Source: an optimization exercise on an open RTL-to-GDS flow (aim: small area and a short achievable clock period). Production flows keep margins and buffers that such runs may drop.
At most, simulation tests tie the RTL to the original design; equivalence was not proved.
The flow treats the clock pin as an ideal source, which a real chip does not have.
Power and IR drop assume default switching activity.

==> wip/umber: inputs <==
// fp_mult
module fp_mult(
input logic [31:0]    dataA,
input logic [31:0]    dataB,
input logic clock,
output logic [31:0]   result
);
make LEC_CHECK=0 CAP_MARGIN=20 CORE_MARGIN=2 CORE_UTILIZATION=40 SETUP_SLACK_MARGIN=5 SLEW_MARGIN=20 SYNTH_HIERARCHICAL=1 finish   # period 9.0 ns
run.sh (not shown) runs the stock make flow with config.mk's settings and CLKGATE_MAP_FILE= SYNTH_SCRIPT=/design/flow/synth_recipe.tcl, a recipe that flattens the netlist after the stock synthesis.
==> wip/xenon (differences from wip/umber) <==
- CAP_MARGIN: 20 -> 50
- SLEW_MARGIN: 20 -> 60
==> wip/pepper (differences from wip/umber) <==
- CAP_MARGIN: 20 -> 80
- SLEW_MARGIN: 20 -> 80
==> run notes <==
quantity	wip/umber	wip/xenon	wip/pepper
Run status	timing/DRC/antenna clean	timing/DRC/antenna clean	timing/DRC/antenna clean
Share of power burned in combinational logic	0.635	0.644	0.658
Number of standard cells in the layout, taps in and fillers out	2,269	2,277	2,330
WP depth	6	8	17
Power attributed to sequential cells	1.54 mW	1.53 mW	1.51 mW
Routed vias/inst	5.85	5.77	5.75
Power share of the sequential group	0.211	0.213	0.201
Reg2reg setup slack	5.16 ns	5.35 ns	5.19 ns
Wire length reported by the detailed router	53,300 microns	52,600 microns	53,600 microns
Setup crit start	bn0	ma[14]	r2_20_1
Power of the clock network	1.12 mW	1.02 mW	1.06 mW
Total of cells resized after clock tree synthesis	10	0	3
Slowest stage cell on the critical path	dfxtp_2	fa_1	or3_4
Internal power component	4.13 mW	4.05 mW	4.25 mW
Fin area	20,500 sq um	20,500 sq um	21,800 sq um
Placed Instance Area	19,500 sq um	19,600 sq um	20,600 sq um
Combinational gate power	4.61 mW	4.61 mW	4.94 mW
Non-Clock Buffer Count	139	144	200
Average wire per cell in the routed design	23.5 microns	23.1 microns	23.0 microns
DR vias	13,300	13,100	13,400
Time the final worst path needs with I/O delays and setup	3.84 ns	3.65 ns	3.81 ns

---

==> 10-19 <==
fp_mult, a different RTL version from the one above (not shown whole).
clock: 9.0 ns
lec_check: 0
cap_margin: 20
core_margin: 2
core_utilization: 40
slew_margin: 20
synth_hierarchical: 1
==> 08-23 (differences from 10-19) <==
--- a/flow/config.mk
+++ b/flow/config.mk
@@ -9,4 +9,5 @@
 export CORE_MARGIN = 2
 export CORE_UTILIZATION = 40
+export SETUP_SLACK_MARGIN = 5
 export SLEW_MARGIN = 20
 export SYNTH_HIERARCHICAL = 1
==> run notes <==
Iteration-0 DRC Markers 1,225; Met3 Wirelength 5.41 mm; outcome finished clean; cts repair resizes 0; Static Leak 8.18 nW; vias in the first global route 15,030; area occupied by multi-input gates 13,100 µm²; Skew-Pair Late Insertion Delay 0.59 ns; crit-path max cell delay 0.64 ns; Met2 Routed Length 25.7 mm; crit-path cells fa_1 > ha_1 > nand4_1 > nor4_2 > a211oi_1 > a21oi_2 > o31ai_4 > or3_4 > nand3_4 > or4_1 > a21oi_1
That was 10-19.
==> run notes <==
outcome finished clean; cts repair resizes 1; crit-path cells fa_1 > ha_1 > nand4_1 > nor4_4 > a211oi_2 > a21oi_2 > or3_1 > fa_1 > xnor2_1 > or4_1 > a21oi_1; Met3 Wirelength 5.50 mm; Skew-Pair Late Insertion Delay 0.58 ns; post-detail-place hpwl 35.7 mm; Static Leak 8.20 nW; vias in the first global route 15,057; area leader, netlist fa_1; crit-path max cell delay 0.52 ns; Met2 Routed Length 25.8 mm
That was 08-23.
No functional check of the RTL was part of any run of this note.

---

==> inputs of run C <==
Another version of the RTL of fp_mult (not shown whole).
==> flow/config.mk <==
export PLATFORM = sky130hd
export DESIGN_NAME = fp_mult
export DESIGN_NICKNAME = fp_mult
export VERILOG_FILES = /design/flow/design.v
export SDC_FILE = /design/flow/constraint.sdc
export NUM_CORES = 4
export LEC_CHECK = 0
export CAP_MARGIN = 50
export CORE_MARGIN = 2
export CORE_UTILIZATION = 40
export SETUP_SLACK_MARGIN = 5
export SLEW_MARGIN = 60
export SYNTH_HIERARCHICAL = 1
==> flow/constraint.sdc <==
create_clock -name core_clock -period 9.0 [get_ports {clock}]
set_input_delay 1.8000 -clock core_clock [delete_from_list [all_inputs] [get_ports {clock}]]
set_output_delay 1.8000 -clock core_clock [all_outputs]
set_load 0.01 [all_outputs]
standard.sh (not shown) runs the stock make flow with config.mk's settings and CLKGATE_MAP_FILE= SYNTH_SCRIPT=/design/flow/synth_recipe.tcl, a recipe that flattens the netlist after the stock synthesis.
==> flow/flow/run.sh <==
#!/bin/bash
set -o pipefail
export BUFFER_PORTS_ARGS="-buffer_cell sky130_fd_sc_hd__buf_2"
bash standard.sh SETUP_SLACK_MARGIN=6.3 finish > standard.log 2>&1
==> run E (differences from run C) <==
==> flow/flow/run.sh (replaced) <==
#!/bin/bash
set -o pipefail
export BUFFER_PORTS_ARGS="-buffer_cell sky130_fd_sc_hd__buf_2"
echo "export BUFFER_PORTS_ARGS = -buffer_cell sky130_fd_sc_hd__buf_2" >> config.mk
bash standard.sh > standard.log 2>&1
Settings changed: BUFFER_PORTS_ARGS set to -buffer_cell sky130_fd_sc_hd__buf_2.
==> comparison table <==
metric                                                                        run E                  run C
Sequential share of power                                                     20.6%                  16.2%
Final routed wirelength across all metal layers                            51300 um               65100 um
Transition at the pin with the smallest max-transition slack               0.598 ns               0.567 ns
Area occupied by registers                                                3950 um^2              4070 um^2
Placed instance area                                                     18700 um^2             19400 um^2
CP arrival                                                                  4.13 ns                3.90 ns
Crit path max-delay cell type                                 sky130_fd_sc_hd__fa_1  sky130_fd_sc_hd__fa_2
DR top layer                                                                   met5                   met4
Share of cell area taken by flip-flops and latches                            20.3%                  16.7%
Max Fanout on Critical Path                                                       7                     10
Status                                                     timing/DRC/antenna clean  timing/DRC/antenna clean
Fraction of the cycle the final worst path needs                              41.3%                  38.9%
Final critical delay including setup and external delays                    3.72 ns                3.50 ns
Worst-case hold slack                                                      0.462 ns               0.476 ns
Via count                                                                     13191                  14675
Worst slack after detailed placement                                        5.18 ns                5.17 ns
# fillers                                                                      4186                   3545
Final weighted congestion in routability-driven placement                     0.816                  0.868
Initial antenna violation count                                                   3                      0
Number of gates resized after CTS                                                 0                    392
No run of this note included a check of the RTL's function; only the layout flow was run.

---

==> inputs of quartz <==
Another version of the RTL of fp_mult (not shown whole).
## fp_mult
module fp_mult(
input logic [31:0]    dataA,
input logic [31:0]    dataB,
input logic clock,
output logic [31:0]   result
);
export LEC_CHECK = 0
export CAP_MARGIN = 50
export CORE_MARGIN = 2
export CORE_UTILIZATION = 40
export HOLD_SLACK_MARGIN = 0.1
export SETUP_SLACK_MARGIN = 5
export SLEW_MARGIN = 60
export SYNTH_HIERARCHICAL = 1
create_clock -name core_clock -period 9.0 [get_ports {clock}]
==> flow/flow/run.sh <==
#!/bin/bash
set -o pipefail
export BUFFER_PORTS_ARGS="-buffer_cell sky130_fd_sc_hd__buf_2"
export POST_CTS_TCL="$PWD/flow/skew.tcl"
export SKEW_CELL="${SKEW_CELL:-sky130_fd_sc_hd__clkdlybuf4s25_1}"
export SKEW_BUF="${SKEW_BUF:-sky130_fd_sc_hd__clkbuf_8}"
bash standard.sh > standard.log 2>&1
==> flow/flow/skew.tcl <==
set block [ord::get_db_block]
set db [ord::get_db]
set dly_master [$db findMaster $::env(SKEW_CELL)]
set buf_master [$db findMaster $::env(SKEW_BUF)]
set late {^(r2_|cl\$|s2\$|nan2\$|inf2\$|zero2\$|er2\\?\[|result\\?\[)}
set groups [dict create]
foreach inst [$block getInsts] {
  if {![regexp $late [$inst getName]]} continue
  set it [$inst findITerm CLK]
  if {$it eq "NULL" || $it eq ""} continue
  set net [$it getNet]
  dict lappend groups [$net getName] $it
}
set k 0
set moved 0
dict for {netname iterms} $groups {
  set net [$block findNet $netname]
  set mid_net [odb::dbNet_create $block "clk_late_mid_$k"]
  $mid_net setSigType CLOCK
  set late_net [odb::dbNet_create $block "clk_late_$k"]
  $late_net setSigType CLOCK
  set dly [odb::dbInst_create $block $dly_master "clk_late_dly_$k"]
  [$dly findITerm A] connect $net
  [$dly findITerm X] connect $mid_net
  set buf [odb::dbInst_create $block $buf_master "clk_late_buf_$k"]
  [$buf findITerm A] connect $mid_net
  [$buf findITerm X] connect $late_net
  set sx 0; set sy 0
  foreach it $iterms {
    $it disconnect
    $it connect $late_net
    set loc [[$it getInst] getLocation]
    set sx [expr {$sx + [lindex $loc 0]}]
    set sy [expr {$sy + [lindex $loc 1]}]
  }
  set n [llength $iterms]
  incr moved $n
  $dly setLocation [expr {$sx / $n}] [expr {$sy / $n}]
  $dly setPlacementStatus PLACED
  $buf setLocation [expr {$sx / $n}] [expr {$sy / $n}]
  $buf setPlacementStatus PLACED
  incr k
}
puts "skew: $moved registers on $k leaf nets moved behind $::env(SKEW_CELL) and $::env(SKEW_BUF)"
detailed_placement
check_placement -verbose
estimate_parasitics -placement
report_clock_skew
==> amber (differences from quartz) <==
CORE_UTILIZATION = 60   (was 40)
==> sierra (differences from quartz) <==
==> flow/flow/run.sh (replaced) <==
#!/bin/bash
set -o pipefail
export BUFFER_PORTS_ARGS="-buffer_cell sky130_fd_sc_hd__buf_2"
export POST_CTS_TCL="$PWD/flow/skew.tcl"
export SKEW_R2="${SKEW_R2:-sky130_fd_sc_hd__clkdlybuf4s18_1 sky130_fd_sc_hd__clkdlybuf4s15_1 sky130_fd_sc_hd__clkbuf_8}"
export SKEW_R3="${SKEW_R3:-sky130_fd_sc_hd__clkdlybuf4s15_1 sky130_fd_sc_hd__clkbuf_8}"
bash standard.sh > standard.log 2>&1
==> flow/flow/skew.tcl (replaced) <==
set block [ord::get_db_block]
set db [ord::get_db]
set rank2 {^r2_(1[7-9]|2[0-9]|3[0-7])_}
set rank3 {^(r2_|cl\$|s2\$|nan2\$|inf2\$|zero2\$|er2\\?\[|result\\?\[)}
set groups [dict create]
foreach inst [$block getInsts] {
  set nm [$inst getName]
  if {[regexp $rank2 $nm]} {
    set r 2
  } elseif {[regexp $rank3 $nm]} {
    set r 3
  } else {
    continue
  }
  set it [$inst findITerm CLK]
  if {$it eq "NULL" || $it eq ""} continue
  dict lappend groups "$r [[$it getNet] getName]" $it
}
set k 0
set moved 0
dict for {key iterms} $groups {
  lassign $key r netname
  set net [$block findNet $netname]
  set sx 0; set sy 0
  foreach it $iterms {
    set loc [[$it getInst] getLocation]
    set sx [expr {$sx + [lindex $loc 0]}]
    set sy [expr {$sy + [lindex $loc 1]}]
  }
  set n [llength $iterms]
  set x [expr {$sx / $n}]
  set y [expr {$sy / $n}]
  set j 0
  foreach cell $::env(SKEW_R$r) {
    set out [odb::dbNet_create $block "clk_skew_net_${k}_$j"]
    $out setSigType CLOCK
    set c [odb::dbInst_create $block [$db findMaster $cell] "clk_skew_${k}_$j"]
    [$c findITerm A] connect $net
    [$c findITerm X] connect $out
    $c setLocation $x $y
    $c setPlacementStatus PLACED
    set net $out
    incr j
  }
  foreach it $iterms {
    $it disconnect
    $it connect $net
  }
  incr moved $n
  incr k
}
puts "skew: $moved registers in $k groups; rank 2 behind $::env(SKEW_R2); rank 3 behind $::env(SKEW_R3)"
detailed_placement
check_placement -verbose
estimate_parasitics -placement
report_clock_skew
==> summary.txt <==
Setup path
  • Crit-path slowest cell: fa_1

Finish
  • FILL cells: 4083
  • Multi-input logic area: 13300 um2
  • Non-Filler Instances: 2343
  • Final Util: 45.2%

STA
  • Worst Skew: 0.458 ns

Run status
  • Status: timing/DRC/antenna clean

Place
  • Placed Area: ~19000 um2

Pwr
  • Pint: approximately 0.0040 W
-- figures above: quartz

==> summary.txt <==
Finish
  • Non-Filler Instances: about 2.4k
  • Multi-input logic area: about 13000 um2
  • Final Util: a little under half
  • FILL cells: between 4k and 5k

STA
  • Worst Skew: about 0.57 ns

Setup path
  • Crit-path slowest cell: dfxtp_1

Run status
  • Status: timing/DRC/antenna clean

Pwr
  • Pint: roughly 0.004 W

Place
  • Placed Area: 19100 um2
-- figures above: sierra

==> summary.txt <==
Run status
  • Status: timing/DRC/antenna clean

Place
  • Placed Area: ~19000 um2

STA
  • Hold WS: just over 0.09 ns
  • Worst Skew: roughly 0.45 ns
  • Highest clock rate: ~290 MHz

GRT
  • Total track usage: 35.2%

Finish
  • Multi-input logic area: roughly 13000 um2
  • FILL cells: 2370

Yosys
  • Complex-gate fraction of the synthesized area: roughly 18%

Setup path
  • Crit-path slowest cell: dfxtp_1

Detailed routing
  • M1 wire length: 22200 um

Pwr
  • Pint: 0.00399 W
-- figures above: amber


---

==> inputs of wip/indigo <==
fp_mult, a different RTL version from the one above (not shown whole).
// fp_mult
module fp_mult(
input logic [31:0]    dataA,
input logic [31:0]    dataB,
input logic clock,
output logic [31:0]   result
);
export LEC_CHECK = 0
export CAP_MARGIN = 50
export CORE_MARGIN = 2
export CORE_UTILIZATION = 40
export SETUP_SLACK_MARGIN = 5
export SLEW_MARGIN = 60
export SYNTH_HIERARCHICAL = 1
create_clock -name core_clock -period 9.0 [get_ports {clock}]
==> flow/flow/run.sh <==
#!/bin/bash
set -o pipefail
export BUFFER_PORTS_ARGS="-buffer_cell sky130_fd_sc_hd__buf_2"
export PRE_CTS_TCL="$PWD/flow/skew.tcl"
export SKEW_CELL="sky130_fd_sc_hd__clkdlybuf4s25_1"
bash standard.sh > standard.log 2>&1
==> flow/flow/skew.tcl <==
set block [ord::get_db_block]
set db [ord::get_db]
set clk_net [$block findNet clock]
set dly_master [$db findMaster $::env(SKEW_CELL)]
set late_net [odb::dbNet_create $block clk_late]
$late_net setSigType CLOCK
set dly [odb::dbInst_create $block $dly_master clk_late_dly]
[$dly findITerm A] connect $clk_net
[$dly findITerm X] connect $late_net
set n 0
set sx 0
set sy 0
foreach inst [$block getInsts] {
  set nm [$inst getName]
  if {![regexp {^(r2_|cl\$|s2\$|nan2\$|inf2\$|zero2\$|er2\[|result\[)} $nm]} continue
  set it [$inst findITerm CLK]
  if {$it eq "NULL" || $it eq ""} continue
  $it disconnect
  $it connect $late_net
  set loc [$inst getLocation]
  incr sx [lindex $loc 0]
  incr sy [lindex $loc 1]
  incr n
}
puts "skew: $n registers moved to clk_late"
$dly setLocation [expr {$sx / $n}] [expr {$sy / $n}]
$dly setPlacementStatus PLACED
==> wip/delta (differences from wip/indigo) <==
==> flow/flow/run.sh (replaced) <==
#!/bin/bash
set -o pipefail
export BUFFER_PORTS_ARGS="-buffer_cell sky130_fd_sc_hd__buf_2"
echo "export BUFFER_PORTS_ARGS = -buffer_cell sky130_fd_sc_hd__buf_2" >> config.mk
bash standard.sh > standard.log 2>&1
- BUFFER_PORTS_ARGS: unset -> -buffer_cell sky130_fd_sc_hd__buf_2
- CAP_MARGIN: 50 -> 40
- SLEW_MARGIN: 60 -> 40
removed: flow/flow/skew.tcl
==> wip/zinc (differences from wip/indigo) <==
==> flow/flow/run.sh (replaced) <==
#!/bin/bash
set -o pipefail
export BUFFER_PORTS_ARGS="-buffer_cell sky130_fd_sc_hd__buf_2"
echo "export BUFFER_PORTS_ARGS = -buffer_cell sky130_fd_sc_hd__buf_2" >> config.mk
bash standard.sh > standard.log 2>&1
- BUFFER_PORTS_ARGS: unset -> -buffer_cell sky130_fd_sc_hd__buf_2
removed: flow/flow/skew.tcl
==> results_dict.tcl <==
set metrics [dict create \
    tightest_slew_ns 0.685 \
    status "finished clean" \
    period_needed_ns 3.77 \
    area_growth_pct 9.07 \
    viasPerCell 5.90 \
    powerComb_uw 4320 \
    firstDrtPassIters 8 \
    num_vias 13036 \
    clk_latency_ns 0.49 \
    internal_power_uw 3600 \
]
the above is filed under wip/delta

==> results_dict.tcl <==
set metrics [dict create \
    fin_util_pct 44.3 \
    powerComb_uw 4350 \
    synth_most_common_cell "xnor2_1" \
    num_vias 13026 \
    period_needed_ns 3.66 \
    status "finished clean" \
    clk_latency_ns 0.49 \
    area_growth_pct 9.17 \
    internal_power_uw 3590 \
    firstDrtPassIters 6 \
    critPathBufInv 1 \
    tightest_slew_ns 0.610 \
    viasPerCell 5.89 \
    final_cells 2212 \
]
the above is filed under wip/zinc

==> results_dict.tcl <==
set metrics [dict create \
    clk_latency_ns 0.93 \
    r2r_end "r2_28_1" \
    period_needed_ns 3.56 \
    grt_setup_unrepaired "no" \
    tightest_slew_ns 0.608 \
    num_vias 13081 \
    internal_power_uw 3880 \
    viasPerCell 5.85 \
    cts_tree "yes" \
    status "finished clean" \
    synth_simple_gate_area_share_pct 4.42 \
    firstDrtPassIters 6 \
]
the above is filed under wip/indigo

## separate check: timing with driven ports
No port has a modelled driver above. Below, the same layouts with a new extraction and two added sets of constraints. Step 1 assumes that a clkbuf_16 drives the clock port and a buf_2 every other input. Step 2, shift: input delay + t, output delay - t, t = (earliest + latest rising clock arrival at the registers) / 2. This alone moves slack from input paths to output paths. a / b / c = ideal ports / drivers / drivers and shift; a / b = the first two.
run | shift t [ns] | setup slack, ns | clock arrival spread, ns
wip/umber | 0.621 | 5.164 / 5.164 / 5.164 | 0.043 / 0.043
wip/xenon | 0.611 | 5.350 / 5.350 / 5.350 | 0.019 / 0.019
wip/pepper | 0.623 | 5.188 / 5.188 / 5.188 | 0.015 / 0.015
10-19 | 0.623 | 4.808 / 4.808 / 4.577 | 0.031 / 0.031
08-23 | 0.621 | 5.153 / 5.153 / 4.574 | 0.029 / 0.029
run C | 0.560 | 5.495 / 5.495 / 5.495 | 0.025 / 0.025
run E | 0.534 | 5.280 / 5.280 / 5.280 | 0.011 / 0.011
quartz | 0.746 | 5.778 / 5.732 / 5.778 | 0.460 / 0.460
amber | 0.705 | 5.605 / 5.605 / 5.605 | 0.450 / 0.450
sierra | 0.804 | 5.862 / 5.808 / 5.877 | 0.571 / 0.572
wip/indigo | 0.932 | 5.443 / 5.443 / 5.443 | 0.128 / 0.128
wip/delta | 0.536 | 5.229 / 5.229 / 5.229 | 0.018 / 0.018
wip/zinc | 0.531 | 5.343 / 5.343 / 5.343 | 0.019 / 0.018
In quartz, amber and sierra the clock reaches the registers at very different times; t lies between them, and the last value is a rough guide only. The setup slack of 08-23, which loses most, moves by 0.000 ns with the drivers and by -0.579 ns with both steps.
